From an optimization exercise on the open Yosys and OpenROAD flow, aimed at small area, a short achievable clock period and few clock cycles; shortcuts taken in it are not production practice.
RTL that was checked went through simulation tests only; none was proved equivalent to the original.
For runs 2 and 4 to 7, only the layout was checked, not whether the RTL still works.

==> flow/design.v, too long to show whole: its modules and the start of the top module <==
// module convolution: 2507 lines
// module conv_fa: 4 lines
// module conv_ha: 4 lines
// module L1: 43 lines
// module CONV: 157 lines
module  CONV(
	input		  clk,
	input		  reset,
	output		  busy,
	input		  ready,
	output [11:0] iaddr,
	input  [19:0] idata,
	output	 	  cwr,
	output [11:0] caddr_wr,
	output [19:0] cdata_wr,
	output	 	  crd,
	output [11:0] caddr_rd,
	input  [19:0] cdata_rd,
	output [ 2:0] csel
	);
  // ...
==> flow/flow/run.sh <==
#!/bin/bash
# The standard layout (standard.sh), with two changes to how it is made; the
# constraints are unchanged:
#  - repair_timing aims for 8.4 ns of setup slack at the design's clock period;
#  - the port buffers that buffer_ports inserts on every input and output are buf_1 cells (repair_timing may upsize them).
# Each tool's output is in orfs/logs/; make's own output is in make.log.
set -euo pipefail
bash standard.sh SETUP_SLACK_MARGIN=8.4 "BUFFER_PORTS_ARGS=-buffer_cell sky130_fd_sc_hd__buf_1" finish > make.log 2>&1
==> flow/standard.sh <==
#!/bin/bash
# synth_recipe.tcl (not shown) runs the flow's synth.tcl, then flattens the netlist and writes it again
# the make line also repeats each setting of config.mk as NAME=value (left out here)
make -C /OpenROAD-flow-scripts/flow DESIGN_CONFIG=/design/flow/config.mk WORK_HOME=/design/flow/orfs CLKGATE_MAP_FILE= SYNTH_SCRIPT=/design/flow/synth_recipe.tcl "${@:-finish}"
==> flow/config.mk <==
export PLATFORM = sky130hd
export DESIGN_NAME = CONV
export DESIGN_NICKNAME = CONV
export VERILOG_FILES = /design/flow/design.v
export SDC_FILE = /design/flow/constraint.sdc
export NUM_CORES = 4
export LEC_CHECK = 0
export CAP_MARGIN = 20
export CORE_MARGIN = 2
export CORE_UTILIZATION = 80
export CTS_BUF_LIST = sky130_fd_sc_hd__clkbuf_16
export CTS_CLUSTER_DIAMETER = 80
export CTS_CLUSTER_SIZE = 30
export PLACE_DENSITY = 0.85
export SLEW_MARGIN = 20
export SYNTH_HIERARCHICAL = 1
export SYNTH_MINIMUM_KEEP_SIZE = 0
==> flow/constraint.sdc <==
create_clock -name core_clock -period 12.0 [get_ports {clk}]
set_input_delay 2.4000 -clock core_clock [delete_from_list [all_inputs] [get_ports {clk}]]
set_output_delay 2.4000 -clock core_clock [all_outputs]
set_load 0.01 [all_outputs]
==> summary.md, run 1 <==
| Metric | Value |
|---|---|
| Status | `did not finish` |
| Stopped at | `global routing (5_1_grt)` |
| Stop err | `[ERROR GRT-0232] Routing congestion too high. Check the congestion heatmap in the GUI.` |
| Xor/xnor cell area share of the yosys netlist | `0.00895` |
| Initial antenna violation count | `24` |
| M2 GR Usage | `0.904` |
| Clk root buf | `clkbuf_16` |
| Die width | `approximately 230 um` |
| DP HPWL | `between 100000 and 150000 um` |
| Die extent in y | `around 230 um` |
| Met3 usage | `0.656` |
| Post-GRT worst EP | `u_conv.s1_c27_1$_DFF_P_/D` |
| Post-cts sizing count | `approximately 190` |
| Post-Syn Area | `42100 um2` |
| Synth Net Count | `approximately 3800` |
| CTS Sinks | `820` |
| GRT busiest layer | `met2` |
| H-tree level count | `2` |
| Post-synthesis area per instance | `15.4 um2` |
| Post-synth EDFFs | `0` |
| Post-synth top area share | `0.466` |
| FP Rows | `84` |
| FF+latch count, synth | `between 800 and 900` |
| Post-synthesis cell count | `2724` |
| FFs w/ async S/R, synth | `0.0695` |
| Largest net degree at the start of global routing | `between 40 and 50` |
| Top cells by count, synth | `979 x fa_1, 763 x dfxtp_1, 273 x inv_1, 133 x nand2_1, 91 x ha_1` |
| Num CTS Buffers | `38` |
| Max Buffers Root-to-Sink | `3` |
| YS warnings | `11` |
| Compound-Gate Fraction of Synth Area | `0.0207` |
| Placed cells | `approximately 3500` |
| Placed Instance Area | `approximately 43000 um2` |
| GP Congestion | `1.17` |
| Top-count cell post-synth | `fa_1` |
| Grt met1 use | `0.726` |
| Post-synth top area cell | `fa_1` |
| Hold_buf cts | `0` |
| Post-synthesis mux area share | `0.0124` |
| Cell variety after synth | `between 80 and 90` |
| GRT overflow | `20` |
Testbench counts, summed over its fixed seeds: cycles 62,844.
==> module L1, before the edit <==
module  L1(
	input             clk,
	input             reset,
	input             rd_next,    
	output            crd,
	output     [11:0] caddr_rd,
	input      [19:0] cdata_rd,
	input             stop,       
	output            wr,         
	output     [19:0] val,
	output     [ 9:0] addr,
	output            last        
	);
reg        crd_r, rd_d;
reg [ 2:0] qd;          
reg [19:0] rd_q;
reg [11:0] q;           
reg signed [19:0] r1, r2;
wire signed [19:0] d = rd_q;
wire signed [19:0] mx = (r2 > d) ? r2 : d;
assign crd = crd_r;
assign caddr_rd = {q[11:9], q[3], q[0], q[1], q[8:4], q[2]};
assign wr  = rd_d && (qd[2:1] == 2'd3);    
assign val = mx;
assign addr = {q[11:9], q[3], qd[0], q[8:4]};
assign last = (q[11:3] == 9'h1ff) && qd[0];
always @(posedge clk or posedge reset) begin
	if (reset) begin
		crd_r <= 1'b0; q <= 12'd0; rd_d <= 1'b0; qd <= 3'd0;
	end else begin
		crd_r <= rd_next && !stop;
		rd_d  <= crd_r;
		qd    <= q[2:0];
		if (crd_r) q[2:0] <= q[2:0] + 3'd1;
		if (wr && qd[0]) q[11:3] <= q[11:3] + 9'd1;    
	end
end
always @(posedge clk) begin
	rd_q <= cdata_rd;    
	r1 <= (qd[2:1] == 2'd0) ? d : mx;    
	r2 <= r1;
end
endmodule
==> run 2, diff against run 1 <==
--- a/flow/design.v
+++ b/flow/design.v
@@ -2529,15 +2529,14 @@
 	);
 reg        crd_r, rd_d;
 reg [ 2:0] qd;          
-reg [19:0] rd_q;
 reg [11:0] q;           
 reg signed [19:0] r1, r2;
-wire signed [19:0] d = rd_q;
+wire signed [19:0] d = cdata_rd;    
 wire signed [19:0] mx = (r2 > d) ? r2 : d;
 assign crd = crd_r;
 assign caddr_rd = {q[11:9], q[3], q[0], q[1], q[8:4], q[2]};
 assign wr  = rd_d && (qd[2:1] == 2'd3);    
-assign val = mx;
+assign val = r1;
 assign addr = {q[11:9], q[3], qd[0], q[8:4]};
 assign last = (q[11:3] == 9'h1ff) && qd[0];
 always @(posedge clk or posedge reset) begin
@@ -2552,8 +2551,7 @@
 	end
 end
 always @(posedge clk) begin
-	rd_q <= cdata_rd;    
-	r1 <= (qd[2:1] == 2'd0) ? d : mx;    
+	r1 <= (q[2:1] == 2'd0) ? d : mx;    
 	r2 <= r1;
 end
 endmodule
--- a/flow/config.mk
+++ b/flow/config.mk
@@ -7,11 +7,11 @@
 export LEC_CHECK = 0
 export CAP_MARGIN = 20
 export CORE_MARGIN = 2
-export CORE_UTILIZATION = 80
+export CORE_UTILIZATION = 65
 export CTS_BUF_LIST = sky130_fd_sc_hd__clkbuf_16
 export CTS_CLUSTER_DIAMETER = 80
 export CTS_CLUSTER_SIZE = 30
-export PLACE_DENSITY = 0.85
+export PLACE_DENSITY = 0.75
 export SLEW_MARGIN = 20
 export SYNTH_HIERARCHICAL = 1
 export SYNTH_MINIMUM_KEEP_SIZE = 0
==> run 2 against run 1 <==
Net effect:
- the run now finishes clean
- synthesized area down 0.70%
- synthesized cell count rose by 0.40%
==> summary.md, run 2 <==
| Metric | Value |
|---|---|
| Cell variety after synth | `86 (+6.2%)` |
| CP startpoint kind | `input port` |
| Initial antenna violation count | `7` |
| DP HPWL | `102000 um (+1.9%)` |
| First-pass GRT wire length | `181000 um` |
| CTS tree | `built` |
| Largest net degree at the start of global routing | `41` |
| Pre-CTS WS | `around 6300 ps` |
| Post-synth top area share | `0.469 (+0.00331)` |
| Critical Path Sink Type | `flip-flop` |
| Top-count cell post-synth | `fa_1` |
| M2 GR Usage | `0.604` |
| Met3 usage | `0.153` |
| Placed Instance Area | `43100 um2 (about the same)` |
| Final period utilization | `0.333` |
| Status | `finished clean` |
| Max Fclk | `250 MHz` |
| Top reg by flops | `px` |
| Total Neg Setup Slack | `0 ps` |
| CTS Sinks | `800 (-2.4%)` |
| Post-synthesis cell count | `2735 (+0.40%)` |
| Slew margin rel. | `0.273` |
| Number of port buffers | `roughly 100` |
| Filler cell count | `~3900` |
| Die extent in y | `258 um (+10%)` |
| CP Launch Point | `cdata_rd[12]` |
| GRT overflow | `0` |
| GRT Total Usage | `0.397` |
| Initial Util | `0.660` |
| DR WL/cell | `about 33 um` |
| Final core utilization | `0.734` |
| Num CTS Buffers | `41 (+7.9%)` |
| Top cells by count, synth | `979 x fa_1, 743 x dfxtp_1, 274 x inv_1, 134 x nand2_1, 91 x ha_1` |
| Post-Syn Area | `41800 um2 (-0.70%)` |
| Max FFs per register | `between 400 and 500` |
| FFs w/ async S/R, synth | `0.0713 (+0.00174)` |
| GRT busiest layer | `met2` |
| Clk root buf | `clkbuf_16` |
| Reg2Reg Setup Slack | `roughly 8400 ps` |
| Fin. Hold Viols | `0` |
| FP Rows | `92 (+9.5%)` |
| Hold crit path type | `flip-flop to flip-flop` |
| Grt met1 use | `0.524` |
| Initial DRC count | `approximately 2500` |
| Clk latency of the worst-skew pair | `620 ps` |
| Data arrival time of the worst path | `around 4600 ps` |
| RSZ-0062 raised after global routing | `yes` |
| Final wirelength | `between 100000 and 150000 um` |
| GP Congestion | `1.10 (-5.9%)` |
| Vias in the first global route | `~26000` |
| Drt via density | `6.02` |
| Fin nets | `a little over 4000` |
| Layout area overhead | `11.3%` |
| Die area | `approximately 66000 um2` |
| FF+latch count, synth | `800 (-2.4%)` |
| Hold_buf cts | `0 (unchanged)` |
| # IOs | `roughly 110` |
| Max Buffers Root-to-Sink | `3 (unchanged)` |
| Worst-margin pin slew | `1090 ps` |
| DRC | `0` |
| Die width | `258 um (+10%)` |
| R2R Path End | `u_conv.s1_c12_2` |
| Max FO, Critical Path | `5` |
| Synth Net Count | `3848 (+0.29%)` |
| Most frequent cells in the layout | `970 x fa_1, 619 x dfxtp_1, 227 x inv_1` |
| Post-synth top area cell | `fa_1` |
| Setup CP Type | `input port to flip-flop` |
| Post-synthesis area per instance | `15.3 um2 (-1.1%)` |
| Post-synth top flop | `dfxtp_1` |
| Worst path required time | `~13000 ps` |
| Max-Cap Viols | `0` |
| Worst Skew | `about 30 ps` |
| Post-synthesis sequential area ratio | `0.390` |
| Vias post-DR | `between 20000 and 25000` |
| Finished Cell Area | `46500 um2` |
| Post-synth EDFFs | `0 (unchanged)` |
| Fraction of layout cells with a size suffix above 1 | `0.166` |
| Pre-Repair DR Iteration Count | `5` |
| Core area | `about 63000 um2` |
| Diode count | `0` |
| Area contributors post-synth | `fa_1 47%, dfxtp_1 36%, dfrtp_1 3.4%` |
| H-tree level count | `2 (unchanged)` |
| ANT nets after route | `0` |
| R2R depth | `7` |
| Setup violators final | `0` |
| Minimum clock period | `approximately 4000 ps` |
| Clock slew at reported path FFs | `between 100 and 150 ps` |
| Commonest non-fill, non-tap cell in the layout | `fa_1` |
| Post-route setup slack | `between 8000 and 9000 ps` |
| YS warnings | `11 (unchanged)` |
| Crit path to | `u_pool.r1[17]` |
| Pins Over Slew Limit | `0` |
| Worst R2R Start | `px[20][7]` |
==> run 2: cell count changes after synthesis, moves of 4 or more <==
cell,previous run,this run
dfxtp_1,763,743
nor2_1,26,43
clkbuf_1,13,17
a32oi_1,0,19
nand3_1,15,21
o221a_2,0,18
mux2_2,42,4
o21ai_0,20,16
==> run 2: routing by layer <==
layer,up-vias,part of all wire
met5,-,0.00049
met4,10,0.049
met3,328,0.13
met2,1499,0.45
met1,12200,0.37
li1,8946,-
==> run 2: layout make-up <==
type                            instances  area (um2)  area share
Timing Repair Buffer                  213        1570      0.0338
Multi-Input combinational cell       1616       24600       0.530
Sequential cell                       800       16600       0.357
Clock buffer                           43        1080      0.0231
Inverter                              274        1180      0.0253
Tap cell                              846        1060      0.0228
Clock inverter                         24         385     0.00829
==> run 2: critical path, stage by stage <==
cell and delay (ps):
buf_8 90, inv_6 30, ha_4 260, nand3_2 70
or4_4 590, a211o_4 310, buf_6 150, and4_4 220
a32oi_4 210, o221a_4 230
==> run 2: kinds of logic (layout without fill, tap and decap cells) <==
logic type,count (synthesis),in the layout,synth area share
AOI/OAI and AO/OA,162,162,0.0301
xor gates and xnor gates,43,43,0.00902
adders and majority gates,1071,1071,0.497
buffers and inverters,322,554,0.0318
DFF,800,800,0.390
muxes,7,7,0.00180
other,2,2,0.000180
and+or+nand+nor,328,331,0.0402
==> run 2: stage by stage <==
step	cells	hold slack, ps
final	3816	317
after CTS	3797	327
after global routing	3816	326
after global placement	3642	310
after floorplan	2735	310
after detailed placement	3642	312
==> run 2: worst min-delay path by stage <==
stage	endpoint	startpoint	slack [ps]	cells past startpoint
2_1_floorplan	px[10][0]	px[9][0]	310	0
3_3_place_gp	px[15][3]	px[14][3]	310	0
3_5_place_dp	px[4][12]	px[3][12]	310	0
4_1_cts	px[10][9]	px[9][9]	330	0
5_1_grt	px[10][2]	px[9][2]	330	0
6_report	px[10][2]	px[9][2]	320	0
==> run 2: what timing repair did <==
item | in CTS | in global routing
endpoints found under the setup margin | 173 | 108
gates resized for setup | 214 | 129
gates cloned | 4 | 0
pin swaps | 9 | 19
setup buffers | 84 | 19
==> run 2: Yosys stat by module, one instance, submodules excluded <==
module	cells	flops+latches	area [um2]
convolution	637	211	6710
L1	260	57	2720
CONV	855	532	12700
conv_fa	1	0	20.0
conv_ha	1	0	12.5
==> module CONV, before the edit <==
module  CONV(
	input		  clk,
	input		  reset,
	output		  busy,
	input		  ready,
	output [11:0] iaddr,
	input  [19:0] idata,
	output	 	  cwr,
	output [11:0] caddr_wr,
	output [19:0] cdata_wr,
	output	 	  crd,
	output [11:0] caddr_rd,
	input  [19:0] cdata_rd,
	output [ 2:0] csel
	);
localparam LAT = 2;    
reg        busy_r, done_r, run_r;
reg        zc_r;       
reg        prv_r;      
reg [11:0] rx_r;       
wire [11:0] ra_r = rx_r ^ 12'hfc0;
reg [ 3:0] rr_r;       
reg        rv_r;       
wire       l1_last;
reg        pool_on;    
assign busy  = busy_r;
assign iaddr = ra_r;
wire rlast = (rr_r == 4'd9);
always @(posedge clk or posedge reset) begin
	if (reset) begin
		busy_r    <= 1'b0;
		run_r     <= 1'b0;
		zc_r      <= 1'b1;
		prv_r     <= 1'b0;
		rx_r      <= 12'd0;       
		rr_r      <= 4'd0;
		rv_r      <= 1'b0;
	end else begin
		if (!busy_r && !done_r && ready) begin
			busy_r <= 1'b1;
			run_r  <= 1'b1;
		end
		if (l1_last) begin
			busy_r <= 1'b0;
			run_r  <= 1'b0;
		end
		if (run_r) begin
			if (rlast) begin
				rr_r  <= 4'd0;
				prv_r <= !zc_r || (ra_r[11:6] == 6'd63 && pool_on);
				if (zc_r) begin
					zc_r <= 1'b0;
					rv_r <= (ra_r[11:6] != 6'd63);
				end else if (ra_r[5:0] == 6'd63) begin
					zc_r <= 1'b1;
					rv_r <= 1'b0;
					rx_r <= (ra_r - 12'd127) ^ 12'hfc0;    
				end else begin
					rx_r <= (ra_r - 12'd575) ^ 12'hfc0;    
					rv_r <= (ra_r[11:6] != 6'd8);
				end
			end else begin
				rr_r <= rr_r + 4'd1;
				if (!zc_r) begin
					rx_r <= (ra_r + 12'd64) ^ 12'hfc0;
					rv_r <= !(rr_r == 4'd8 && ra_r[11:6] == 6'd63);
				end
			end
		end
	end
end
reg [19:0] px [0:22];
reg        vld1;                   
integer i;
always @(posedge clk) begin
	px[0] <= rv_r ? idata : 20'd0;
	for (i = 1; i < 23; i = i + 1) px[i] <= px[i-1];
end
always @(posedge clk or posedge reset) begin
	if (reset) vld1 <= 1'b0;
	else       vld1 <= run_r && prv_r && (rr_r >= 4'd2);
end
wire [19:0] res;
convolution u_conv (
	.clk(clk),
	.t0(px[0]),  .t1(px[1]),  .t2(px[2]),
	.t3(px[10]), .t4(px[11]), .t5(px[12]),
	.t6(px[20]), .t7(px[21]), .t8(px[22]),
	.res(res)
);
reg [LAT-1:0] vpipe;
always @(posedge clk or posedge reset) begin
	if (reset) vpipe <= {LAT{1'b0}};
	else       vpipe <= {vpipe, vld1};
end
wire bnext   = vpipe[LAT-1];
reg  l0_done;
wire l0_next = bnext && !l0_done;
reg        cwr_r;
reg [ 2:0] csel_r;
reg [11:0] cad_r;
reg [19:0] cdat_r;
reg [11:0] wa_r;         
wire        l1_wr;       
wire [19:0] l1_val;
wire [ 9:0] l1_addr;
wire        l1_end;      
assign cwr      = cwr_r;
assign csel     = csel_r;
assign caddr_wr = cad_r;
assign cdata_wr = cdat_r;
assign l1_last  = cwr_r && done_r;
always @(posedge clk or posedge reset) begin
	if (reset) begin
		cwr_r <= 1'b0; csel_r <= 3'd1;
		wa_r <= 12'd0; l0_done <= 1'b0; done_r <= 1'b0;
	end else begin
		cwr_r <= (l0_next || l1_wr) && !done_r;
		if (l0_next) begin
			csel_r <= 3'd1;
			if (wa_r[8:6] != 3'd7) wa_r <= wa_r + 12'd64;
			else if (wa_r[5:0] == 6'd63) wa_r <= wa_r + 12'd1;
			else wa_r <= wa_r - 12'd447;
			if (wa_r == 12'd4095) l0_done <= 1'b1;
		end else begin
			csel_r <= l1_wr ? 3'd3 : 3'd1;
			if (l1_wr && l1_end) done_r <= 1'b1;
		end
	end
end
always @(posedge clk) begin
	if (l0_next) begin
		cad_r  <= wa_r;
		cdat_r <= res;
	end else begin
		cad_r  <= {2'b00, l1_addr};
		cdat_r <= l1_val;
	end
end
always @(posedge clk or posedge reset) begin
	if (reset) pool_on <= 1'b0;
	else if (l0_next && wa_r == 12'd449) pool_on <= 1'b1;    
end
L1 u_pool (
	.clk(clk),
	.reset(reset),
	.rd_next(bnext && pool_on),
	.crd(crd),
	.caddr_rd(caddr_rd),
	.cdata_rd(cdata_rd),
	.stop(done_r),
	.wr(l1_wr),
	.val(l1_val),
	.addr(l1_addr),
	.last(l1_end)
);
endmodule
==> run 3, diff against run 2 <==
--- a/flow/design.v
+++ b/flow/design.v
@@ -2529,14 +2529,15 @@
 	);
 reg        crd_r, rd_d;
 reg [ 2:0] qd;          
+reg [19:0] rd_q;
 reg [11:0] q;           
 reg signed [19:0] r1, r2;
-wire signed [19:0] d = cdata_rd;    
+wire signed [19:0] d = rd_q;
 wire signed [19:0] mx = (r2 > d) ? r2 : d;
 assign crd = crd_r;
 assign caddr_rd = {q[11:9], q[3], q[0], q[1], q[8:4], q[2]};
 assign wr  = rd_d && (qd[2:1] == 2'd3);    
-assign val = r1;
+assign val = mx;
 assign addr = {q[11:9], q[3], qd[0], q[8:4]};
 assign last = (q[11:3] == 9'h1ff) && qd[0];
 always @(posedge clk or posedge reset) begin
@@ -2551,7 +2552,8 @@
 	end
 end
 always @(posedge clk) begin
-	r1 <= (q[2:1] == 2'd0) ? d : mx;    
+	rd_q <= cdata_rd;    
+	r1 <= (qd[2:1] == 2'd0) ? d : mx;    
 	r2 <= r1;
 end
 endmodule
@@ -2697,7 +2699,7 @@
 end
 always @(posedge clk or posedge reset) begin
 	if (reset) pool_on <= 1'b0;
-	else if (l0_next && wa_r == 12'd449) pool_on <= 1'b1;    
+	else if (l0_next && wa_r == 12'd448) pool_on <= 1'b1;    
 end
 L1 u_pool (
 	.clk(clk),
==> run 3 against run 2 <==
Net effect:
- critical path type is now flip-flop to primary output
- sequential share of layout area rose by 1.3 points
- first-iteration DRC count is 1.1% lower
==> summary.md, run 3 <==
| Metric | Value |
|---|---|
| Post-synth top area share | `0.466 (-0.00314)` |
| Area contributors post-synth | `fa_1 47%, dfxtp_1 36%, dfrtp_1 3.3%` |
| Initial antenna violation count | `13 (+6)` |
| Post-synthesis area per instance | `15.4 um2 (+1.1%)` |
| Die extent in y | `258 um (+0.33%)` |
| Max Fclk | `275 MHz (+9.9%)` |
| Hold crit path type | `flip-flop to flip-flop` |
| Final wirelength | `127000 um (+1.2%)` |
| Clock slew at reported path FFs | `110 ps (about the same)` |
| GRT Total Usage | `0.397 (-0.000415)` |
| Die area | `66800 um2 (+0.66%)` |
| DRC | `0 (unchanged)` |
| Commonest non-fill, non-tap cell in the layout | `fa_1` |
| Post-synthesis cell count | `2724 (-0.40%)` |
| Top-count cell post-synth | `fa_1` |
| Fin nets | `4031 (-0.69%)` |
| Post-Syn Area | `42100 um2 (+0.67%)` |
| Fin. Hold Viols | `0 (unchanged)` |
| Max FFs per register | `460 (unchanged)` |
| Synth Net Count | `3837 (-0.29%)` |
| Worst-margin pin slew | `918 ps (-172 ps)` |
| Pre-CTS WS | `8000 ps (+1680 ps)` |
| CP startpoint kind | `flip-flop` |
| DP HPWL | `107000 um (+4.0%)` |
| Worst path required time | `9600 ps (-2970 ps)` |
| Post-synthesis sequential area ratio | `0.397 (+0.00691)` |
| Minimum clock period | `3640 ps (-360 ps)` |
| Vias in the first global route | `25700 (-0.86%)` |
| Status | `finished clean` |
| Fraction of layout cells with a size suffix above 1 | `0.147 (-0.0187)` |
| Num CTS Buffers | `41 (unchanged)` |
| CTS Sinks | `820 (+2.5%)` |
| Clk root buf | `clkbuf_16` |
| Max Buffers Root-to-Sink | `3 (unchanged)` |
| Core area | `64200 um2 (+1.5%)` |
| YS warnings | `11 (unchanged)` |
| GP Congestion | `1.08 (-1.3%)` |
| FF+latch count, synth | `820 (+2.5%)` |
| Slew margin rel. | `0.388 (+0.115)` |
| Hold_buf cts | `0 (unchanged)` |
| Top reg by flops | `px` |
| CTS tree | `built` |
| ANT nets after route | `0 (unchanged)` |
| Post-synth top area cell | `fa_1` |
| # IOs | `105 (unchanged)` |
| Pins Over Slew Limit | `0 (unchanged)` |
| Initial Util | `0.655 (-0.00508)` |
| Initial DRC count | `2518 (-1.1%)` |
| Worst Skew | `41.4 ps (+11.2 ps)` |
| Post-synth top flop | `dfxtp_1` |
| Vias post-DR | `22800 (-0.76%)` |
| Largest net degree at the start of global routing | `42 (+2.4%)` |
| First-pass GRT wire length | `181000 um (-0.14%)` |
| FP Rows | `93 (+1.1%)` |
| DR WL/cell | `33.5 um (+1.7%)` |
| RSZ-0062 raised after global routing | `yes` |
| Data arrival time of the worst path | `1240 ps (-3320 ps)` |
| Pre-Repair DR Iteration Count | `6 (+1)` |
| Max-Cap Viols | `0 (unchanged)` |
| Cell variety after synth | `75 (-13%)` |
| Clk latency of the worst-skew pair | `630 ps (about the same)` |
| Total Neg Setup Slack | `0 ps (unchanged)` |
| Die width | `258 um (+0.33%)` |
| Final period utilization | `0.303 (-0.0300)` |
| Layout area overhead | `9.11%` |
| Setup CP Type | `flip-flop to primary output` |
| Post-route setup slack | `8360 ps (+360 ps)` |
| FFs w/ async S/R, synth | `0.0695 (-0.00174)` |
| Number of port buffers | `102 (unchanged)` |
| Max FO, Critical Path | `2 (-3)` |
| Top cells by count, synth | `979 x fa_1, 763 x dfxtp_1, 274 x inv_1, 133 x nand2_1, 91 x ha_1` |
| Drt via density | `6.01 (-0.24%)` |
| GRT overflow | `0 (unchanged)` |
| Post-synth EDFFs | `0 (unchanged)` |
| Setup violators final | `0 (unchanged)` |
| H-tree level count | `2 (unchanged)` |
| Critical Path Sink Type | `primary output` |
| Most frequent cells in the layout | `959 x fa_1, 639 x dfxtp_1, 238 x inv_1` |
| Worst Hold Margin | `321 ps (+4.20 ps)` |
[run 3: cell types whose count changed after synthesis, sizes merged, moves of 4 or more]
cell / change
mux2: +39
dfxtp: +20
a32oi: -19
o221a: -19
nor2: -17
nand3: -9
clkbuf: -6
o21ai: +4
[run 3: path summary, 6_finish.rpt]
kind                           start         endpoint  slack (ps)  cells past startpoint
max reg2reg                 px[2][9]  u_conv.s1_c19_2        8400                      6
min                        px[15][4]        px[16][4]         320                      0
min in group asynchronous      reset     u_pool.qd[1]        1850                      2
min reg2reg                px[15][4]        px[16][4]         320                      0
max                          rx_r[9]         iaddr[9]        8360                      2
max in group asynchronous      reset      u_pool.q[3]        9680                      2
[run 3: per-module statistics from Yosys, one instance, submodules excluded]
module / cell area [um2] / flops+latches / cells inside
convolution: 6720 / 211 / 640
conv_ha: 12.5 / 0 / 1
CONV: 12700 / 532 / 855
L1: 3000 / 77 / 246
conv_fa: 20.0 / 0 / 1
[run 3: timing repair]
| item | 4_1_cts | 5_1_grt |
|---|---|---|
| setup endpoints to repair | 150 | 83 |
| gates resized for setup | 156 | 89 |
| pin swaps | 0 | 1 |
| setup buffers | 67 | 20 |
[run 3: kinds of logic after synthesis]
kind of cell,after synthesis,synth area share
adders and majority gates,1071,0.493
DFF,820,0.397
buffers and inverters,317,0.0310
and+or+nand+nor,301,0.0364
AOI/OAI and AO/OA,124,0.0206
muxes,46,0.0124
xor gates and xnor gates,43,0.00896
other,2,0.000179
[run 3: critical path, cell delays in order (launching register included)]
cell and delay (ps):
dfrtp_2 430, inv_2 80, buf_6 110
[run 3: metal layers]
metal / share of wire / wire [um] / GRT usage / vias to the layer above
met1: 0.39 / 49000 / 0.541 / 12300
li1: - / - / - / 8778
met5: 0.00057 / 73 / 0 / -
met4: 0.036 / 4570 / 0.114 / 12
met3: 0.14 / 17200 / 0.163 / 275
met2: 0.44 / 56400 / 0.595 / 1448
[run 3: per-stage QoR]
stage / std cells / utilization / area, um2
6_report: 3796 / 0.714 / 45900
3_5_place_dp: 3643 / 0.674 / 43300
3_3_place_gp: 3642 / 0.674 / 43300
5_1_grt: 3794 / 0.714 / 45900
2_1_floorplan: 2724 / - / 42100
4_1_cts: 3774 / 0.709 / 45500
[run 3: cell type report]
cell class / instances / area, um2
diodes: 2 / 5.00
repair buffers: 194 / 1200
clock buffers: 42 / 1050
clock inverters: 22 / 348
inverters: 274 / 1150
fillers: 3959 / 18300
well taps: 855 / 1070
flip-flops and latches: 820 / 16900
multi-input cells: 1587 / 24100
Testbench counts of run 3, summed over its fixed seeds: cycles 62,724.
==> run 4, diff against run 3 <==
--- a/flow/design.v
+++ b/flow/design.v
@@ -2577,8 +2577,7 @@
 reg        busy_r, done_r, run_r;
 reg        zc_r;       
 reg        prv_r;      
-reg [11:0] rx_r;       
-wire [11:0] ra_r = rx_r ^ 12'hfc0;
+reg [11:0] ra_r;       
 reg [ 3:0] rr_r;       
 reg        rv_r;       
 wire       l1_last;
@@ -2592,7 +2591,7 @@
 		run_r     <= 1'b0;
 		zc_r      <= 1'b1;
 		prv_r     <= 1'b0;
-		rx_r      <= 12'd0;       
+		ra_r      <= 12'd0;       
 		rr_r      <= 4'd0;
 		rv_r      <= 1'b0;
 	end else begin
@@ -2607,22 +2606,23 @@
 		if (run_r) begin
 			if (rlast) begin
 				rr_r  <= 4'd0;
-				prv_r <= !zc_r || (ra_r[11:6] == 6'd63 && pool_on);
+				prv_r <= !zc_r || (ra_r[11:6] == 6'd0 && pool_on);
 				if (zc_r) begin
 					zc_r <= 1'b0;
-					rv_r <= (ra_r[11:6] != 6'd63);
+					ra_r <= ra_r - 12'd64;            
+					rv_r <= (ra_r[11:6] != 6'd0);
 				end else if (ra_r[5:0] == 6'd63) begin
 					zc_r <= 1'b1;
 					rv_r <= 1'b0;
-					rx_r <= (ra_r - 12'd127) ^ 12'hfc0;    
+					ra_r <= ra_r - 12'd63;            
 				end else begin
-					rx_r <= (ra_r - 12'd575) ^ 12'hfc0;    
+					ra_r <= ra_r - 12'd575;           
 					rv_r <= (ra_r[11:6] != 6'd8);
 				end
 			end else begin
 				rr_r <= rr_r + 4'd1;
 				if (!zc_r) begin
-					rx_r <= (ra_r + 12'd64) ^ 12'hfc0;
+					ra_r <= ra_r + 12'd64;
 					rv_r <= !(rr_r == 4'd8 && ra_r[11:6] == 6'd63);
 				end
 			end
==> run 4 against run 3 <==
Net effect:
- via count is 1.4% lower
- worst hold slack better by 6.7 ps
- sequential share of layout area increased by 0.092 points
- final area decreased by 0.35%
- first-iteration DRC count decreased by 4.6%
- synthesized cell count is 0.33% higher
- utilization is 0.25 points lower
- non-clock buffer count down 18
- critical endpoint is now u_conv.s1_c21_1
==> summary.md, run 4 <==
| Metric | Value |
|---|---|
| Status | `finished clean` |
| DR WL/cell | `33.5 um (about the same)` |
| Initial Util | `0.655 (about the same)` |
| Post-synthesis sequential area ratio | `0.397 (about the same)` |
| First-pass GRT wire length | `181000 um (-0.30%)` |
| Critical Path Sink Type | `flip-flop` |
| Final period utilization | `0.302 (-0.000618)` |
| Core area | `64200 um2 (unchanged)` |
| Filler cell count | `3993 (+0.86%)` |
| Initial DRC count | `2402 (-4.6%)` |
| CTS tree | `built` |
| DP HPWL | `107000 um (about the same)` |
| Minimum clock period | `3630 ps (-7.42 ps)` |
| Num CTS Buffers | `41 (unchanged)` |
| H-tree level count | `2 (unchanged)` |
| CP startpoint kind | `flip-flop` |
| Post-synth top area cell | `fa_1` |
| Max FO, Critical Path | `4 (+2)` |
| Synth Net Count | `3846 (+0.23%)` |
| YS warnings | `11 (unchanged)` |
| Total Neg Setup Slack | `0 ps (unchanged)` |
| Vias in the first global route | `25300 (-1.4%)` |
| Worst Skew | `44.8 ps (+3.37 ps)` |
| Worst-margin pin slew | `893 ps (-25.3 ps)` |
| Data arrival time of the worst path | `4200 ps (+2960 ps)` |
| Largest net degree at the start of global routing | `42 (unchanged)` |
| FF/Latch Area | `16900 um2 (-0.10%)` |
| Layout area overhead | `8.65%` |
| Area contributors post-synth | `fa_1 47%, dfxtp_1 36%, dfrtp_1 3.3%` |
| Clk latency of the worst-skew pair | `630 ps (about the same)` |
| Max Buffers Root-to-Sink | `3 (unchanged)` |
| Pre-Repair DR Iteration Count | `5 (-1)` |
| R2R depth | `7 (+1)` |
| FP Rows | `93 (unchanged)` |
| CTS Sinks | `820 (unchanged)` |
| Hold_buf cts | `0 (unchanged)` |
| RSZ-0062 raised after global routing | `yes` |
| Fin nets | `4026 (-0.12%)` |
| Die extent in y | `258 um (about the same)` |
| Post-synth top flop | `dfxtp_1` |
| Setup violators final | `0 (unchanged)` |
| Hold endpoint | `px[10][9]` |
| Vias post-DR | `22500 (-1.4%)` |
| Placed cells | `3655 (+0.33%)` |
| Die area | `66800 um2 (about the same)` |
| Max Fclk | `276 MHz (+0.20%)` |
| Worst R2R Start | `px[0][7]` |
| Slew margin rel. | `0.405 (+0.0169)` |
| DRC | `0 (unchanged)` |
| Post-synthesis area per instance | `15.4 um2 (-0.26%)` |
| Clk root buf | `clkbuf_16` |
| FF+latch count, synth | `820 (unchanged)` |
| Drt via density | `5.93 (-1.3%)` |
| Top cells by count, synth | `979 x fa_1, 763 x dfxtp_1, 274 x inv_1, 133 x nand2_1, 91 x ha_1` |
| Top-count cell post-synth | `fa_1` |
| FFs w/ async S/R, synth | `0.0695 (unchanged)` |
| Clock slew at reported path FFs | `110 ps (about the same)` |
| Die width | `258 um (about the same)` |
| Final wirelength | `127000 um (-0.10%)` |
| Number of port buffers | `102 (unchanged)` |
| Finished Layout Cells | `3793 (-0.079%)` |
| Post-synth top area share | `0.466 (about the same)` |
| Hold crit path type | `flip-flop to flip-flop` |
| GP Congestion | `1.07 (-1.6%)` |
| Initial antenna violation count | `9 (-4)` |
| Commonest non-fill, non-tap cell in the layout | `fa_1` |
| Most frequent cells in the layout | `960 x fa_1, 637 x dfxtp_1, 249 x inv_1` |
| Worst path required time | `12570 ps (+2970 ps)` |
| Fraction of layout cells with a size suffix above 1 | `0.137 (-0.0101)` |
| Top reg by flops | `px` |
| WHS Path Cells | `0 (unchanged)` |
| Setup CP Type | `flip-flop to flip-flop` |
| GRT overflow | `0 (unchanged)` |
| Max FFs per register | `460 (unchanged)` |
| ANT nets after route | `0 (unchanged)` |
| Reg2Reg Setup Slack | `8370 ps (-30 ps)` |
| Max-Cap Viols | `0 (unchanged)` |
| Multi-input gate area | `24200 um2 (+0.34%)` |
| Fin. Hold Viols | `0 (unchanged)` |
| Final core utilization | `0.712 (-0.00251)` |
| # IOs | `105 (unchanged)` |
| Post-synth EDFFs | `0 (unchanged)` |
| Post-Syn Area | `42100 um2 (about the same)` |
| Post-synthesis cell count | `2733 (+0.33%)` |
| Hold_sp | `px[9][9]` |
| R2R Path End | `u_conv.s1_c21_1` |
| Pins Over Slew Limit | `0 (unchanged)` |
| GRT Total Usage | `0.397 (about the same)` |
| Cell variety after synth | `76 (+1.3%)` |
==> run 4: routing by layer <==
| layer | GRT usage | wire length [um] | vias up |
|---|---|---|---|
| met5 | 0 | 32 | - |
| li1 | - | - | 8790 |
| met1 | 0.544 | 49900 | 12000 |
| met4 | 0.120 | 4690 | 6 |
| met2 | 0.587 | 56100 | 1371 |
| met3 | 0.165 | 16400 | 283 |
==> run 4: layout make-up <==
type	count	share of cell area
Inverter	274	0.0244
Antenna cell	2	0.000109
Clock inverter	24	0.00788
Clock buffer	42	0.0230
Multi-Input combinational cell	1600	0.529
Sequential cell	820	0.370
Timing Repair Buffer	176	0.0219
Tap cell	855	0.0234
==> run 4: through the flow <==
step | hold WS [ps] | worst slack, ps | instance area, um2
floorplan | 310 | 8680 | 42100
detailed placement | 312 | 7790 | 43400
global route | 327 | 8340 | 45700
finish | 327 | 8370 | 45700
global placement | 310 | 7780 | 43300
CTS | 325 | 8300 | 45400
==> run 4: kinds of logic after synthesis <==
| group | after synthesis | synth area share |
|---|---|---|
| XOR/XNOR | 43 | 0.00895 |
| AND/OR/NAND/NOR | 304 | 0.0366 |
| AO/OA/AOI/OAI | 135 | 0.0222 |
| multiplexers | 46 | 0.0124 |
| buffers and inverters | 313 | 0.0301 |
| flip-flops | 820 | 0.397 |
| other | 2 | 0.000178 |
| adder cells (fa/ha/maj) | 1070 | 0.493 |
==> run 4: Yosys stat by module (local to each module, per instance) <==
module       area [um2]  cells inside  times used  flops+latches
conv_fa            20.0             1         977              0
convolution        6720           640           1            211
L1                 3000           246           1             77
conv_ha            12.5             1           6              0
CONV              12700           864           1            532
==> run 4: repair_timing <==
action,CTS,global route
pin swaps,0,0
setup buffers,57,13
gates resized for setup,117,102
endpoints found under the setup margin,153,97
==> run 4: how the worst max path moves through the flow <==
| stage | end | from | cells after the start | slack, ps |
|---|---|---|---|---|
| after floorplan | csel_r[1] | reset | 1 | 8680 |
| after global placement | u_conv.s1_c15_0 | px[12][7] | 6 | 7780 |
| after detailed placement | u_conv.s1_c15_0 | px[12][7] | 6 | 7790 |
| after CTS | u_conv.s1_c16_1 | px[12][7] | 6 | 8300 |
| after global routing | u_conv.s1_c21_1 | px[0][9] | 7 | 8340 |
| final | u_conv.s1_c21_1 | px[0][7] | 7 | 8370 |
==> run 4: critical path: stages, from the launching register on <==
cell and delay, ps:
dfxtp_2 440, clkinvlp_4 130, buf_4 180, fa_1 720
fa_1 520, fa_1 510, fa_1 510, fa_1 540
==> run 5, diff against run 4 <==
--- a/flow/config.mk
+++ b/flow/config.mk
@@ -8,7 +8,7 @@
 export CAP_MARGIN = 20
 export CORE_MARGIN = 2
 export CORE_UTILIZATION = 65
-export CTS_BUF_LIST = sky130_fd_sc_hd__clkbuf_16
+export CTS_BUF_LIST = sky130_fd_sc_hd__clkbuf_8 sky130_fd_sc_hd__clkbuf_16
 export CTS_CLUSTER_DIAMETER = 80
 export CTS_CLUSTER_SIZE = 30
 export PLACE_DENSITY = 0.75
==> run 5 against run 4 <==
Net effect:
- still clean on timing, DRC and antenna
- via count grew 0.80%
- routed wire length grew 1.1%
- cell count is essentially flat
- critical endpoint is now u_conv.s1_c24_2
- largest cell class unchanged
==> summary.md, run 5 <==
| Metric | Value |
|---|---|
| Max FFs per register | `460 (unchanged)` |
| Core area | `64200 um2 (unchanged)` |
| Initial antenna violation count | `6 (-3)` |
| Layout area overhead | `8.72% (about the same)` |
| FFs w/ async S/R, synth | `0.0695 (unchanged)` |
| Hold crit path type | `flip-flop to flip-flop` |
| Total Neg Setup Slack | `0 ps (unchanged)` |
| Worst path required time | `12520 ps (-50 ps)` |
| Minimum clock period | `3670 ps (+42.7 ps)` |
| ANT nets after route | `0 (unchanged)` |
| Hold_buf cts | `0 (unchanged)` |
| Top-count cell post-synth | `fa_1` |
| Multi-input gate area | `24200 um2 (about the same)` |
| Top reg by flops | `px` |
| RSZ-0062 raised after global routing | `yes` |
| Crit path to | `u_conv.s1_c24_2` |
| Clock slew at reported path FFs | `120 ps (about the same)` |
| Cell variety after synth | `76 (unchanged)` |
| GP Congestion | `1.07 (unchanged)` |
| Placed Instance Area | `43400 um2 (unchanged)` |
| Post-synth top area share | `0.466 (unchanged)` |
| Post-Syn Area | `42100 um2 (unchanged)` |
| Worst Hold Margin | `327 ps (-0.360 ps)` |
| FF+latch count, synth | `820 (unchanged)` |
| Die area | `66800 um2 (unchanged)` |
| Final period utilization | `0.306 (+0.00356)` |
| Pre-CTS WS | `7790 ps (unchanged)` |
| Diode count | `0 (-2)` |
| Die width | `258 um (unchanged)` |
| GRT Total Usage | `0.399 (+0.00250)` |
| Number of port buffers | `102 (unchanged)` |
| CP startpoint kind | `flip-flop` |
| Top cells by count, synth | `979 x fa_1, 763 x dfxtp_1, 274 x inv_1, 133 x nand2_1, 91 x ha_1` |
| Pins Over Slew Limit | `0 (unchanged)` |
| DRC | `0 (unchanged)` |
| Data arrival time of the worst path | `4190 ps (about the same)` |
| Final wirelength | `129000 um (+1.1%)` |
| Post-synthesis cell count | `2733 (unchanged)` |
| Status | `finished clean` |
| Fin nets | `4027 (+0.025%)` |
| Area contributors post-synth | `fa_1 47%, dfxtp_1 36%, dfrtp_1 3.3%` |
| CTS Sinks | `820 (unchanged)` |
| Worst Skew | `53.1 ps (+8.36 ps)` |
| CTS tree | `built` |
| Post-synthesis area per instance | `15.4 um2 (unchanged)` |
| Hold_sp | `px[15][7]` |
| Critical Path Sink Type | `flip-flop` |
| GRT overflow | `0 (unchanged)` |
| Initial DRC count | `2701 (+12%)` |
| Vias post-DR | `22700 (+0.80%)` |
| Worst R2R Start | `px[20][9]` |
| Post-synth top flop | `dfxtp_1` |
| Post-synth EDFFs | `0 (unchanged)` |
| Final core utilization | `0.712 (about the same)` |
| CP Launch Point | `px[20][9]` |
| Initial Util | `0.655 (unchanged)` |
| FP Rows | `93 (unchanged)` |
| Worst-margin pin slew | `910 ps (+16.7 ps)` |
| Commonest non-fill, non-tap cell in the layout | `fa_1` |
| Post-route setup slack | `8330 ps (-42.7 ps)` |
| Num CTS Buffers | `41 (unchanged)` |
| Die extent in y | `258 um (unchanged)` |
| Synth Net Count | `3846 (unchanged)` |
| H-tree level count | `2 (unchanged)` |
| R2R depth | `6 (-1)` |
| Setup violators final | `0 (unchanged)` |
| Placed cells | `3655 (unchanged)` |
| Slew margin rel. | `0.394 (-0.0111)` |
| Max FO, Critical Path | `5 (+1)` |
| YS warnings | `11 (unchanged)` |
| Finished Cell Area | `45800 um2 (about the same)` |
| Reg2Reg Setup Slack | `8330 ps (-40 ps)` |
| Max-Cap Viols | `0 (unchanged)` |
| Post-synthesis sequential area ratio | `0.397 (unchanged)` |
| Clk root buf | `clkbuf_16` |
| Most frequent cells in the layout | `959 x fa_1, 634 x dfxtp_1, 250 x inv_1` |
| Filler cell count | `3979 (-0.35%)` |
| Pre-Repair DR Iteration Count | `7 (+2)` |
| Max Fclk | `272 MHz (-1.2%)` |
| R2R Path End | `u_conv.s1_c24_2` |
| First-pass GRT wire length | `181000 um (+0.54%)` |
| Vias in the first global route | `25400 (+0.18%)` |
| DR WL/cell | `33.9 um (+1.2%)` |
| Max Buffers Root-to-Sink | `3 (unchanged)` |
| Fraction of layout cells with a size suffix above 1 | `0.139 (+0.00234)` |
| Clk latency of the worst-skew pair | `640 ps (about the same)` |
| DP HPWL | `107000 um (unchanged)` |
| # IOs | `105 (unchanged)` |
| Post-synth top area cell | `fa_1` |
| FF/Latch Area | `16900 um2 (about the same)` |
| Drt via density | `5.98 (+0.83%)` |
| Finished Layout Cells | `3792 (-0.026%)` |
| Setup CP Type | `flip-flop to flip-flop` |
| Largest net degree at the start of global routing | `42 (unchanged)` |
| Fin. Hold Viols | `0 (unchanged)` |
==> run 5: cell count changes in the layout (fill, tap and decap cells not counted), moves of 2 or more <==
cell and change:
clkbuf_8 +2, clkinv_1 -2, diode_2 -2, dfxtp_2 +3, dfxtp_1 -3
==> run 5: how the worst min path moves through the flow <==
stage                     slack (ps)   endpoint  cells past startpoint
final                            330  px[16][7]                      0
after global placement           310  px[10][5]                      0
after global routing             330   px[8][8]                      0
after detailed placement         310  px[5][13]                      0
after CTS                        320  px[16][7]                      0
after floorplan                  310  px[10][0]                      0
==> run 5: cell families after synthesis <==
family | share of synthesized area
buf+inv | 0.0301
mux | 0.0124
fa+ha+maj | 0.493
other cells | 0.000178
xor+xnor | 0.00895
compound gates | 0.0222
flops | 0.397
simple gates | 0.0366
==> run 5: critical path, stage by stage (launching register included) <==
cell and delay [ps]:
dfxtp_1 480, inv_1 320, fa_1 600, fa_1 650
fa_1 500, fa_1 530, fa_1 520
==> run 5: layout make-up <==
class | count | share of cell area
Timing Repair Buffer | 177 | 0.0220
Clock inverter | 22 | 0.00771
Multi-Input combinational cell | 1600 | 0.529
Inverter | 274 | 0.0244
Tap cell | 855 | 0.0234
Sequential cell | 820 | 0.370
Clock buffer | 44 | 0.0236
==> run 5: metal layers <==
metal	vias to the layer above	wire length (um)	track usage
met4	2	4900	0.124
met5	-	9	0
met3	283	17100	0.165
met1	12100	49700	0.543
li1	8796	-	-
met2	1521	57000	0.594
==> run 5: Yosys stat by module, one instance, submodules excluded <==
module | cell area (um2) | times used
CONV | 12700 | 1
L1 | 3000 | 1
conv_ha | 12.5 | 6
conv_fa | 20.0 | 977
convolution | 6720 | 1
==> run 5: timing repair <==
item	in CTS	in global routing
gates cloned	0	0
setup endpoints to repair	153	88
resized for setup	122	101
buffers inserted	60	11
==> run 6, diff against run 5 <==
--- a/flow/config.mk
+++ b/flow/config.mk
@@ -8,9 +8,9 @@
 export CAP_MARGIN = 20
 export CORE_MARGIN = 2
 export CORE_UTILIZATION = 65
-export CTS_BUF_LIST = sky130_fd_sc_hd__clkbuf_8 sky130_fd_sc_hd__clkbuf_16
-export CTS_CLUSTER_DIAMETER = 80
-export CTS_CLUSTER_SIZE = 30
+export CTS_BUF_LIST = sky130_fd_sc_hd__clkbuf_16
+export CTS_CLUSTER_DIAMETER = 60
+export CTS_CLUSTER_SIZE = 24
 export PLACE_DENSITY = 0.75
 export SLEW_MARGIN = 20
 export SYNTH_HIERARCHICAL = 1
==> run 6 against run 5 <==
Net effect:
- still clean
- routed wire length decreased by 0.39%
- die area unchanged
==> summary.md, run 6 <==
| Metric | Value |
|---|---|
| Top reg by flops | `px` |
| Synth Net Count | `3846 (unchanged)` |
| ANT nets after route | `0 (unchanged)` |
| Post-Syn Area | `42100 um2 (unchanged)` |
| Fraction of layout cells with a size suffix above 1 | `0.147 (+0.00766)` |
| Max Buffers Root-to-Sink | `3 (unchanged)` |
| Clock slew at reported path FFs | `90 ps (-30 ps)` |
| # IOs | `105 (unchanged)` |
| Die width | `258 um (unchanged)` |
| Number of port buffers | `102 (unchanged)` |
| Post-synth top flop | `dfxtp_1` |
| Hold crit path type | `flip-flop to flip-flop` |
| CTS tree | `built` |
| Post-synthesis area per instance | `15.4 um2 (unchanged)` |
| Worst Skew | `37.2 ps (-15.9 ps)` |
| Initial antenna violation count | `7 (+1)` |
| Setup CP Type | `flip-flop to flip-flop` |
| Max FO, Critical Path | `6 (+1)` |
| Vias post-DR | `22800 (+0.48%)` |
| Largest net degree at the start of global routing | `42 (unchanged)` |
| Critical Path Sink Type | `flip-flop` |
| Initial DRC count | `2754 (+2.0%)` |
| Hold_buf cts | `0 (unchanged)` |
| Data arrival time of the worst path | `4140 ps (-50 ps)` |
| Pre-Repair DR Iteration Count | `5 (-2)` |
| Post-synth top area share | `0.466 (unchanged)` |
| Minimum clock period | `3620 ps (-52.3 ps)` |
| Worst path required time | `12520 ps (about the same)` |
| CP startpoint kind | `flip-flop` |
| DP HPWL | `107000 um (unchanged)` |
| Top-count cell post-synth | `fa_1` |
| Clk root buf | `clkbuf_16` |
| GP Congestion | `1.07 (unchanged)` |
| Worst-margin pin slew | `900 ps (-9.23 ps)` |
| Final period utilization | `0.302 (-0.00436)` |
| Core area | `64200 um2 (unchanged)` |
| Fin. Hold Viols | `0 (unchanged)` |
| DRC | `0 (unchanged)` |
| Status | `finished clean` |
| Die extent in y | `258 um (unchanged)` |
| GRT overflow | `0 (unchanged)` |
| Layout area overhead | `9.47%` |
| Drt via density | `5.98 (about the same)` |
| Max-Cap Viols | `0 (unchanged)` |
| YS warnings | `11 (unchanged)` |
| Post-synthesis cell count | `2733 (unchanged)` |
| Most frequent cells in the layout | `950 x fa_1, 634 x dfxtp_1, 245 x inv_1` |
| Die area | `66800 um2 (unchanged)` |
| Cell variety after synth | `76 (unchanged)` |
| Total Neg Setup Slack | `0 ps (unchanged)` |
| Slew margin rel. | `0.400 (+0.00616)` |
| Top cells by count, synth | `979 x fa_1, 763 x dfxtp_1, 274 x inv_1, 133 x nand2_1, 91 x ha_1` |
| Max FFs per register | `460 (unchanged)` |
| Vias in the first global route | `25600 (+0.83%)` |
| Clk latency of the worst-skew pair | `640 ps (about the same)` |
| Setup violators final | `0 (unchanged)` |
| Pins Over Slew Limit | `0 (unchanged)` |
| FP Rows | `93 (unchanged)` |
| Max Fclk | `276 MHz (+1.4%)` |
| Num CTS Buffers | `51 (+24%)` |
| DR WL/cell | `33.6 um (-0.88%)` |
| Post-synthesis sequential area ratio | `0.397 (unchanged)` |
| First-pass GRT wire length | `182000 um (+0.43%)` |
| Fin nets | `4038 (+0.27%)` |
| GRT Total Usage | `0.400 (+0.00101)` |
| Commonest non-fill, non-tap cell in the layout | `fa_1` |
| Initial Util | `0.655 (unchanged)` |
| FFs w/ async S/R, synth | `0.0695 (unchanged)` |
| Final wirelength | `128000 um (-0.39%)` |
| Area contributors post-synth | `fa_1 47%, dfxtp_1 36%, dfrtp_1 3.3%` |
| RSZ-0062 raised after global routing | `yes` |
| CTS Sinks | `820 (unchanged)` |
| FF+latch count, synth | `820 (unchanged)` |
| Post-synth EDFFs | `0 (unchanged)` |
| H-tree level count | `2 (unchanged)` |
| Post-synth top area cell | `fa_1` |
run 6: changes by cell type in the layout (fill, tap and decap cells not counted), sizes merged:
cell,delta
inv,+1
clkinvlp,+3
clkinv,+4
diode,+2
clkbuf,+3
buf,+6
run 6: worst max-delay path, stage by stage (launching register included):
cell     delay, ps
dfxtp_2        530
inv_1          240
fa_1           510
fa_1           560
fa_1           550
fa_1           670
fa_1           440
run 6: final timing paths:
path                            from              end  slack [ps]  depth (start not counted)
hold reg to reg            px[8][16]        px[9][16]         330                          0
min in group asynchronous      reset      u_pool.q[0]        1840                          2
max in group asynchronous      reset      u_pool.q[6]        9700                          2
setup / recovery           px[2][18]  u_conv.s1_c19_2        8380                          6
hold / removal             px[8][16]        px[9][16]         330                          0
setup reg to reg           px[2][18]  u_conv.s1_c19_2        8380                          6
run 6: final cells by class:
class | count | area (um2)
Multi-Input combinational cell | 1600 | 24200
Sequential cell | 820 | 16900
Inverter | 274 | 1130
Clock buffer | 52 | 1300
Tap cell | 855 | 1070
Fill cell | 3915 | 18200
Timing Repair Buffer | 178 | 996
Antenna cell | 2 | 5.00
Clock inverter | 30 | 408
run 6: per-layer routing:
| layer | GRT usage | vias to the layer above | routed length [um] |
|---|---|---|---|
| met5 | 0 | - | 13 |
| met4 | 0.126 | 2 | 5070 |
| met3 | 0.164 | 307 | 16900 |
| met2 | 0.597 | 1486 | 56700 |
| met1 | 0.544 | 12100 | 49500 |
| li1 | - | 8836 | - |
run 6: through the flow:
stage	instance area (um2)	hold WS, ps	setup slack (ps)	std cells	utilization
floorplan	42100	310	8680	2733	-
global placement	43300	310	7780	3655	0.675
detailed placement	43400	312	7790	3655	0.675
CTS	45800	324	8400	3795	0.712
global route	46100	327	8340	3809	0.717
finish	46100	325	8380	3811	0.717
run 6: cell families (layout without fill, tap and decap cells):
group           count (synthesis)  after routing  share of synthesized area
fa+ha+maj                    1070           1070                      0.493
compound gates                135            135                     0.0222
xor+xnor                       43             43                    0.00895
buf+inv                       313            534                     0.0301
simple gates                  304            304                     0.0366
flops                         820            820                      0.397
other cells                     2              4                   0.000178
mux                            46             46                     0.0124
run 6: modules after synthesis (local to each module, per instance):
| module | cells | area (um2) | flip-flops and latches |
|---|---|---|---|
| conv_fa | 1 | 20.0 | 0 |
| CONV | 864 | 12700 | 532 |
| L1 | 246 | 3000 | 77 |
| conv_ha | 1 | 12.5 | 0 |
| convolution | 640 | 6720 | 211 |
run 6: timing repair:
item / in CTS / in global routing
cloned: 0 / 0
buffers inserted: 58 / 14
setup endpoints to repair: 151 / 88
hold endpoints to repair: 0 / 0
resized for setup: 129 / 104
pin swaps: 0 / 1
==> run 7, diff against run 6 <==
==> flow/flow/run.sh (replaced) <==
#!/bin/bash
# The standard layout (standard.sh), with two changes to how it is made; the
# constraints are unchanged:
#  - repair_timing aims for 8.5 ns of setup slack at the design's clock period;
#  - the port buffers that buffer_ports inserts on every input and output are buf_1 cells (repair_timing may upsize them).
# Each tool's output is in orfs/logs/; make's own output is in make.log.
set -euo pipefail
bash standard.sh SETUP_SLACK_MARGIN=8.5 "BUFFER_PORTS_ARGS=-buffer_cell sky130_fd_sc_hd__buf_1" finish > make.log 2>&1
--- a/flow/config.mk
+++ b/flow/config.mk
@@ -9,8 +9,8 @@
 export CORE_MARGIN = 2
 export CORE_UTILIZATION = 65
 export CTS_BUF_LIST = sky130_fd_sc_hd__clkbuf_16
-export CTS_CLUSTER_DIAMETER = 60
-export CTS_CLUSTER_SIZE = 24
+export CTS_CLUSTER_DIAMETER = 80
+export CTS_CLUSTER_SIZE = 30
 export PLACE_DENSITY = 0.75
 export SLEW_MARGIN = 20
 export SYNTH_HIERARCHICAL = 1
==> run 7 against run 6 <==
Net effect:
- first-iteration DRC count decreased by 8.0%
- non-clock buffer count increased by 54
- critical path depth decreased by 5
- worst setup slack better by 24 ps
- global-route usage about the same
- register-to-register slack improved by 80 ps
- sequential share of layout area is 0.14 points lower
- cell count grew 1.0%
==> summary.md, run 7 <==
| Metric | Value |
|---|---|
| Status | `finished clean` |
| H-tree level count | `2 (unchanged)` |
| Top reg by flops | `px` |
| Top-count cell post-synth | `fa_1` |
| Largest net degree at the start of global routing | `42 (unchanged)` |
| Worst path required time | `9600 ps (-2920 ps)` |
| Num CTS Buffers | `41 (-20%)` |
| FFs w/ async S/R, synth | `0.0695 (unchanged)` |
| Post-synth top area cell | `fa_1` |
| Vias in the first global route | `25500 (-0.13%)` |
| FF/Latch Area | `17100 um2 (+1.1%)` |
| Top cells by count, synth | `979 x fa_1, 763 x dfxtp_1, 274 x inv_1, 133 x nand2_1, 91 x ha_1` |
| Post-synthesis area per instance | `15.4 um2 (unchanged)` |
| Placed cells | `3655 (unchanged)` |
| Pins Over Slew Limit | `0 (unchanged)` |
| Most frequent cells in the layout | `920 x fa_1, 595 x dfxtp_1, 223 x inv_1` |
| RSZ-0062 raised after global routing | `yes` |
| Initial antenna violation count | `7 (unchanged)` |
| Final core utilization | `0.728 (+0.0105)` |
| Setup violators final | `0 (unchanged)` |
| GRT Total Usage | `0.400 (about the same)` |
| Worst Skew | `42.3 ps (+5.04 ps)` |
| Filler cell count | `3850 (-1.7%)` |
| YS warnings | `11 (unchanged)` |
| Max Fclk | `278 MHz (+0.66%)` |
| Max-Cap Viols | `0 (unchanged)` |
| Drt via density | `5.98 (about the same)` |
| Die extent in y | `258 um (unchanged)` |
| DR WL/cell | `33.7 um (+0.14%)` |
| Clk latency of the worst-skew pair | `630 ps (about the same)` |
| DP HPWL | `107000 um (unchanged)` |
| Multi-input gate area | `24300 um2 (+0.31%)` |
| Placed Instance Area | `43400 um2 (unchanged)` |
| Post-synth top flop | `dfxtp_1` |
| Post-synthesis cell count | `2733 (unchanged)` |
| Pre-Repair DR Iteration Count | `7 (+2)` |
| Fin. Hold Viols | `0 (unchanged)` |
| Clock slew at reported path FFs | `110 ps (+20 ps)` |
| Post-synth top area share | `0.466 (unchanged)` |
| Commonest non-fill, non-tap cell in the layout | `fa_1` |
| Final period utilization | `0.300 (-0.00197)` |
| Minimum clock period | `3590 ps (-23.6 ps)` |
| Xor/xnor cell area share of the yosys netlist | `0.00895 (unchanged)` |
| GRT overflow | `0 (unchanged)` |
| Total Neg Setup Slack | `0 ps (unchanged)` |
| Number of port buffers | `102 (unchanged)` |
| Initial DRC count | `2535 (-8.0%)` |
| Initial Util | `0.655 (unchanged)` |
| CP startpoint kind | `flip-flop` |
| Max stage delay on crit path | `450 ps (-220 ps)` |
| CTS tree | `built` |
| First-pass GRT wire length | `182000 um (+0.12%)` |
| Vias post-DR | `23000 (+1.1%)` |
| Max Buffers Root-to-Sink | `3 (unchanged)` |
| Post-synth EDFFs | `0 (unchanged)` |
| FF+latch count, synth | `820 (unchanged)` |
| Synth Net Count | `3846 (unchanged)` |
| Hold crit path type | `flip-flop to flip-flop` |
| Bufs and invs on worst path | `1 (unchanged)` |
| Core area | `64200 um2 (unchanged)` |
| Die area | `66800 um2 (unchanged)` |
| ANT nets after route | `0 (unchanged)` |
| Area contributors post-synth | `fa_1 47%, dfxtp_1 36%, dfrtp_1 3.3%` |
| DRC | `0 (unchanged)` |
| Slowest stage cell, crit path | `dfrtp_2` |
| Data arrival time of the worst path | `1190 ps (-2950 ps)` |
| Finished Cell Area | `46700 um2 (+1.5%)` |
| Finished Layout Cells | `3849 (+1.0%)` |
| Compound-Gate Fraction of Synth Area | `0.0222 (unchanged)` |
| CP Cell Sequence | `buf_6` |
| Largest family of logic cells by synthesized area | `adder cells` |
| Setup CP Type | `flip-flop to primary output` |
| Slew margin rel. | `0.403 (+0.00321)` |
| Post-synthesis sequential area ratio | `0.397 (unchanged)` |
| Final wirelength | `130000 um (+1.1%)` |
| Worst-margin pin slew | `896 ps (-4.81 ps)` |
| Fraction of layout cells with a size suffix above 1 | `0.206 (+0.0586)` |
| Cell family with most CP delay | `flip-flops` |
| FP Rows | `93 (unchanged)` |
| Post-Syn Area | `42100 um2 (unchanged)` |
| Simple-Gate Fraction of Synth Area | `0.0366 (unchanged)` |
| Fin nets | `4082 (+1.1%)` |
| Adder-Cell Fraction of Synth Area | `0.493 (unchanged)` |
| # IOs | `105 (unchanged)` |
| Layout area overhead | `11.1%` |
| CTS Sinks | `820 (unchanged)` |
| Max FFs per register | `460 (unchanged)` |
| Critical Path Sink Type | `primary output` |
| Post-synthesis mux area share | `0.0124 (unchanged)` |
| Max FO, Critical Path | `2 (-4)` |
| GP Congestion | `1.07 (unchanged)` |
| Clk root buf | `clkbuf_16` |
| Cell variety after synth | `76 (unchanged)` |
| Die width | `258 um (unchanged)` |
==> run 7: cell counts after synthesis <==
No cell type changed its count.
==> run 7: cells by family after synthesis <==
| kind of cell | Yosys count |
|---|---|
| fa+ha+maj | 1070 |
| flops | 820 |
| xor+xnor | 43 |
| compound gates | 135 |
| simple gates | 304 |
| other cells | 2 |
| buf+inv | 313 |
| mux | 46 |
==> run 7: area by class of cell <==
type	count	share of cell area
multi-input combinational	1600	0.520
inverter	274	0.0256
antenna	2	0.000107
timing repair buffer	232	0.0350
clock buffer	42	0.0225
clock inverter	24	0.00771
tap	855	0.0229
sequential	820	0.366
==> run 7: Yosys stat by module, one instance, submodules excluded <==
module	cells	cell area, um2	flip-flops and latches	copies in the design
CONV	864	12700	532	1
convolution	640	6720	211	1
L1	246	3000	77	1
conv_fa	1	20.0	0	977
conv_ha	1	12.5	0	6
==> run 7: worst paths after layout <==
check                      slack (ps)         endpoint  cells past startpoint         from
max                              8410      caddr_rd[8]                      1  u_pool.q[3]
min in group asynchronous        1870      u_pool.q[2]                      2        reset
max in group asynchronous        9660      u_pool.q[6]                      2        reset
max reg2reg                      8460  u_conv.s1_c14_0                      6    px[0][11]
min                               320        px[10][9]                      0     px[9][9]
min reg2reg                       320        px[10][9]                      0     px[9][9]
==> run 7: layer usage <==
layer  up-vias  part of all wire  GRT usage  wire (um)
li1       8919                 -          -          -
met1     12300              0.39      0.544      50100
met2      1490              0.44      0.593      56800
met3       334              0.13      0.170      17100
met4         4             0.043      0.128       5600
met5         -           0.00018          0         23
==> run 7: repair_timing <==
item / CTS / global route
resized for setup: 284 / 167
buffers inserted: 70 / 56
pin swaps: 1 / 27
hold buffers: 0 / 0
setup endpoints to repair: 193 / 137
==> run 7: through the flow <==
stage          setup WS, ps  hold WS [ps]
2_1_floorplan          8680           310
3_3_place_gp           7780           310
3_5_place_dp           7790           312
4_1_cts                8390           325
5_1_grt                8380           329
6_report               8410           323

==> separate check: timing with driven ports <==
Ports are ideal in the flow. The routed layouts listed here were re-timed in OpenROAD.
Step 1 sets driving cells, clkbuf_16 on the clock port and buf_2 on the other inputs (assumed; they add their load-dependent delay and slew).
Step 2 moves the port delays by t, midway between the first and last clock arrival at a register: inputs arrive t later, outputs are due t later. That takes back most of the time a late clock gives input paths.
a / b / c = no drivers / after step 1 / after step 2; a / b = the first two.
run | t, ns | setup WS [ns] | worst setup path after step 2 | slew at the worst register clock pin (ns)
run 2 | 0.675 | 8.004 / 8.019 / 7.343 | input to register | 0.11 / 0.11
run 3 | 0.671 | 8.365 / 8.300 / 8.405 | register to register | 0.11 / 0.11
run 4 | 0.679 | 8.372 / 8.334 / 8.372 | register to register | 0.12 / 0.12
run 5 | 0.678 | 8.329 / 8.329 / 8.329 | register to register | 0.12 / 0.12
run 6 | 0.693 | 8.382 / 8.351 / 8.382 | register to register | 0.10 / 0.10
run 7 | 0.678 | 8.405 / 8.340 / 8.465 | register to register | 0.12 / 0.12
After both steps setup and hold are still met in every run listed. The setup slack of run 2, which loses most, moves by +0.015 ns with the drivers and by -0.661 ns with both steps.
